What follows belongs to an exercise in optimizing a design on an open flow for small area; a production flow would make more cautious choices.
In this exercise RTL edits were held to simulation tests only and were not proved equivalent to the original.
Power is estimated from default activity; no workload was simulated.

==> try-sierra: inputs <==
==> flow/design.v <==
module router_fifo(clk, rstn, soft_reset, read_enb, write_enb, data_in, dout, full, empty);
input clk, rstn, soft_reset, read_enb, write_enb;
input [7:0] data_in;
output reg [7:0] dout;
output full, empty;
reg [127:0] mem;
reg [4:0] cnt;
assign empty = cnt[4];
assign full = (cnt == 5'h0f);
wire rd = read_enb & ~empty;
wire wr = write_enb & ~full;
always @(posedge clk)
  if (wr) mem <= {mem[119:0], data_in};
always @(posedge clk)
  if (!rstn || soft_reset) cnt <= 5'h1f;
  else if (wr && !rd) cnt <= cnt + 5'd1;
  else if (rd && !wr) cnt <= cnt - 5'd1;
always @(posedge clk)
  if (!rstn || soft_reset || !rd) dout <= 8'h00;
  else dout <= mem[cnt[3:0]*8 +: 8];
endmodule
module top_module_router(clk,rstn,pkt_valid,read_enb_0,read_enb_1,read_enb_2,data_in,dout_0,dout_1,dout_2,vld_out_0,vld_out_1,vld_out_2,err,busy);
input clk,rstn,pkt_valid;
input read_enb_0,read_enb_1,read_enb_2;
input [7:0]data_in;
output [7:0]dout_0,dout_1,dout_2;
output vld_out_0,vld_out_1,vld_out_2,err,busy;
localparam DA  = 3'd0,  
           LFD = 3'd1,  
           WTE = 3'd2,  
           LD  = 3'd3,  
           FFS = 3'd4,  
           LP  = 3'd5,  
           CPE = 3'd6,  
           LAF = 3'd7;  
reg [2:0] state, next_state;
reg [1:0] temp;           
reg pd, lpv;              
reg err;
reg [7:0] ip;             
reg [7:0] pp;             
reg [7:0] fsb;            
reg [7:0] din;            
reg [4:0] tcnt;           
reg sr0, sr1, sr2;        
wire empty_0, empty_1, empty_2, full_0, full_1, full_2;
wire s_da  = (state == DA);
wire s_lfd = (state == LFD);
wire s_ld  = (state == LD);
wire s_laf = (state == LAF);
reg full_t, empty_t, empty_a;
always @(*) begin
  case (temp)
    2'd0: begin full_t = full_0; empty_t = empty_0; end
    2'd1: begin full_t = full_1; empty_t = empty_1; end
    2'd2: begin full_t = full_2; empty_t = empty_2; end
    default: begin full_t = 1'b0; empty_t = 1'b0; end
  endcase
  case (data_in[1:0])
    2'd0: empty_a = empty_0;
    2'd1: empty_a = empty_1;
    default: empty_a = empty_2;
  endcase
end
wire srhit = (sr0 && temp == 2'd0) || (sr1 && temp == 2'd1) || (sr2 && temp == 2'd2);
always @(*) begin
  case (state)
    DA:  next_state = (pkt_valid && data_in[1:0] != 2'd3) ? (empty_a ? LFD : WTE) : DA;
    LFD: next_state = LD;
    WTE: next_state = empty_t ? LFD : WTE;
    LD:  next_state = full_t ? FFS : (!pkt_valid ? LP : LD);
    FFS: next_state = full_t ? FFS : LAF;
    LP:  next_state = CPE;
    CPE: next_state = full_t ? FFS : DA;
    default: next_state = pd ? DA : (lpv ? LP : LD);
  endcase
end
always @(posedge clk)
  if (!rstn || srhit) state <= DA;
  else state <= next_state;
assign busy = !(s_da || s_ld);
wire wen = s_ld || (state == LP) || s_laf;
always @(posedge clk)
  if (s_da) temp <= data_in[1:0];
always @(posedge clk)
  if (!rstn || s_da) pd <= 1'b0;
  else if ((s_ld && !full_t && !pkt_valid) || (s_laf && lpv)) pd <= 1'b1;
always @(posedge clk)
  if (!rstn) lpv <= 1'b0;
  else if (s_ld && !pkt_valid) lpv <= 1'b1;
always @(posedge clk)
  if (s_ld && !pkt_valid) pp <= data_in;
always @(posedge clk)
  if (!rstn) fsb <= 8'h00;
  else if (s_ld && pkt_valid && full_t) fsb <= data_in;
always @(posedge clk)
  if (s_da) ip <= data_in;
  else if (s_ld && pkt_valid) ip <= ip ^ data_in;
always @(posedge clk)
  if (!rstn) err <= 1'b0;
  else if (pd) err <= (ip != pp);
always @(posedge clk)
  if (s_lfd) din <= ip;
  else if (s_ld && !full_t) din <= data_in;
  else if (s_laf) din <= fsb;
wire stall = !empty_0 ? !read_enb_0 : !empty_1 ? !read_enb_1 : !empty_2 ? !read_enb_2 : 1'b0;
wire tout = stall && (tcnt == 5'd29);
always @(posedge clk)
  if (!stall || tout) tcnt <= 5'd0;
  else tcnt <= tcnt + 5'd1;
always @(posedge clk) begin
  sr0 <= rstn && tout && !empty_0;
  sr1 <= rstn && tout && empty_0 && !empty_1;
  sr2 <= rstn && tout && empty_0 && empty_1;
end
assign vld_out_0 = ~empty_0;
assign vld_out_1 = ~empty_1;
assign vld_out_2 = ~empty_2;
router_fifo FIFO_0(clk, rstn, sr0, read_enb_0, wen && temp == 2'd0, din, dout_0, full_0, empty_0);
router_fifo FIFO_1(clk, rstn, sr1, read_enb_1, wen && temp == 2'd1, din, dout_1, full_1, empty_1);
router_fifo FIFO_2(clk, rstn, sr2, read_enb_2, wen && temp == 2'd2, din, dout_2, full_2, empty_2);
endmodule
==> flow/run.sh <==
#!/bin/bash
# synth_recipe.tcl (not shown) runs the flow's synth.tcl, then flattens the netlist and writes it again
# the make line also repeats each setting of config.mk as NAME=value (left out here)
make -C /OpenROAD-flow-scripts/flow DESIGN_CONFIG=/design/flow/config.mk WORK_HOME=/design/flow/orfs CLKGATE_MAP_FILE= SYNTH_SCRIPT=/design/flow/synth_recipe.tcl finish
==> flow/config.mk <==
export PLATFORM = sky130hd
export DESIGN_NAME = top_module_router
export DESIGN_NICKNAME = top_module_router
export VERILOG_FILES = /design/flow/design.v
export SDC_FILE = /design/flow/constraint.sdc
export NUM_CORES = 4
export LEC_CHECK = 0
export ABC_AREA = 1
export CAP_MARGIN = 20
export CORE_MARGIN = 2
export CORE_UTILIZATION = 65
export SLEW_MARGIN = 20
==> flow/constraint.sdc <==
create_clock -name core_clock -period 5.0 [get_ports {clk}]
set_input_delay 1.0000 -clock core_clock [delete_from_list [all_inputs] [get_ports {clk}]]
set_output_delay 1.0000 -clock core_clock [all_outputs]
set_load 0.01 [all_outputs]
==> inputs of try-onyx, as changes to try-sierra <==
Settings changed: ABC_AREA 1 to unset, CTS_BUF_LIST set to sky130_fd_sc_hd__clkbuf_4, CTS_CLUSTER_SIZE set to 30.
==> comparison table <==
                                                                   try-onyx     try-sierra
Relative contribution of combinational cells to total power            4.1%          11.7%
RR Startpoint                                                      state[2]  FIFO_2.cnt[3]
Clk. pwr                                                          0.00312 W      0.00346 W
Detailed Route Iter0 Violations                                         855           1319
Share of final layout cell area taken by non-clock buffers           2.580%         2.659%
Total GRT Usage                                                      22.26%         24.73%
Number of levels in the clock H-tree                                      3              2
Clock root buffer                                                  clkbuf_4      clkbuf_16
Clock buf count                                                         179             68
Post-route fraction of the period consumed by the critical path      67.11%         65.03%
Syn nets                                                               1057           1515
P_comb                                                           0.000329 W      0.00109 W
Syn Inst Count                                                         1026           1484
Layout cell share with drive strength beyond 1                       27.96%         8.715%
Highest clock rate                                                298.0 MHz      307.6 MHz
Worst-case reg-to-reg path depth                                         11              5
Time the final worst path needs with I/O delays and setup           3356 ps        3251 ps
Status                                             timing/DRC/antenna clean  timing/DRC/antenna clean

## separate check: timing with driven ports
In the flow no input, the clock included, has a driving cell. The finished layouts below were timed again as built, in two steps.
Step 1: set_driving_cell puts a clkbuf_16 on clk and a buf_2 on each other input, an assumption about the parent block.
Step 2, shift: input delay + t, output delay - t, t = (earliest + latest rising clock arrival at the registers) / 2. This alone moves slack from input paths to output paths.
Slacks: no drivers / after step 1 / after step 2; pairs: no drivers / after step 1.
run	shift t [ns]	setup slack, ns	worst slew at a driven data input, ns
try-sierra	0.591	1.749 / 1.695 / 1.802	0.07
try-onyx	0.768	1.644 / 1.596 / 1.443	0.04
After both steps every run listed still meets setup and hold. The setup slack of try-onyx, which loses most, moves by -0.048 ns with the drivers and by -0.201 ns with both steps.
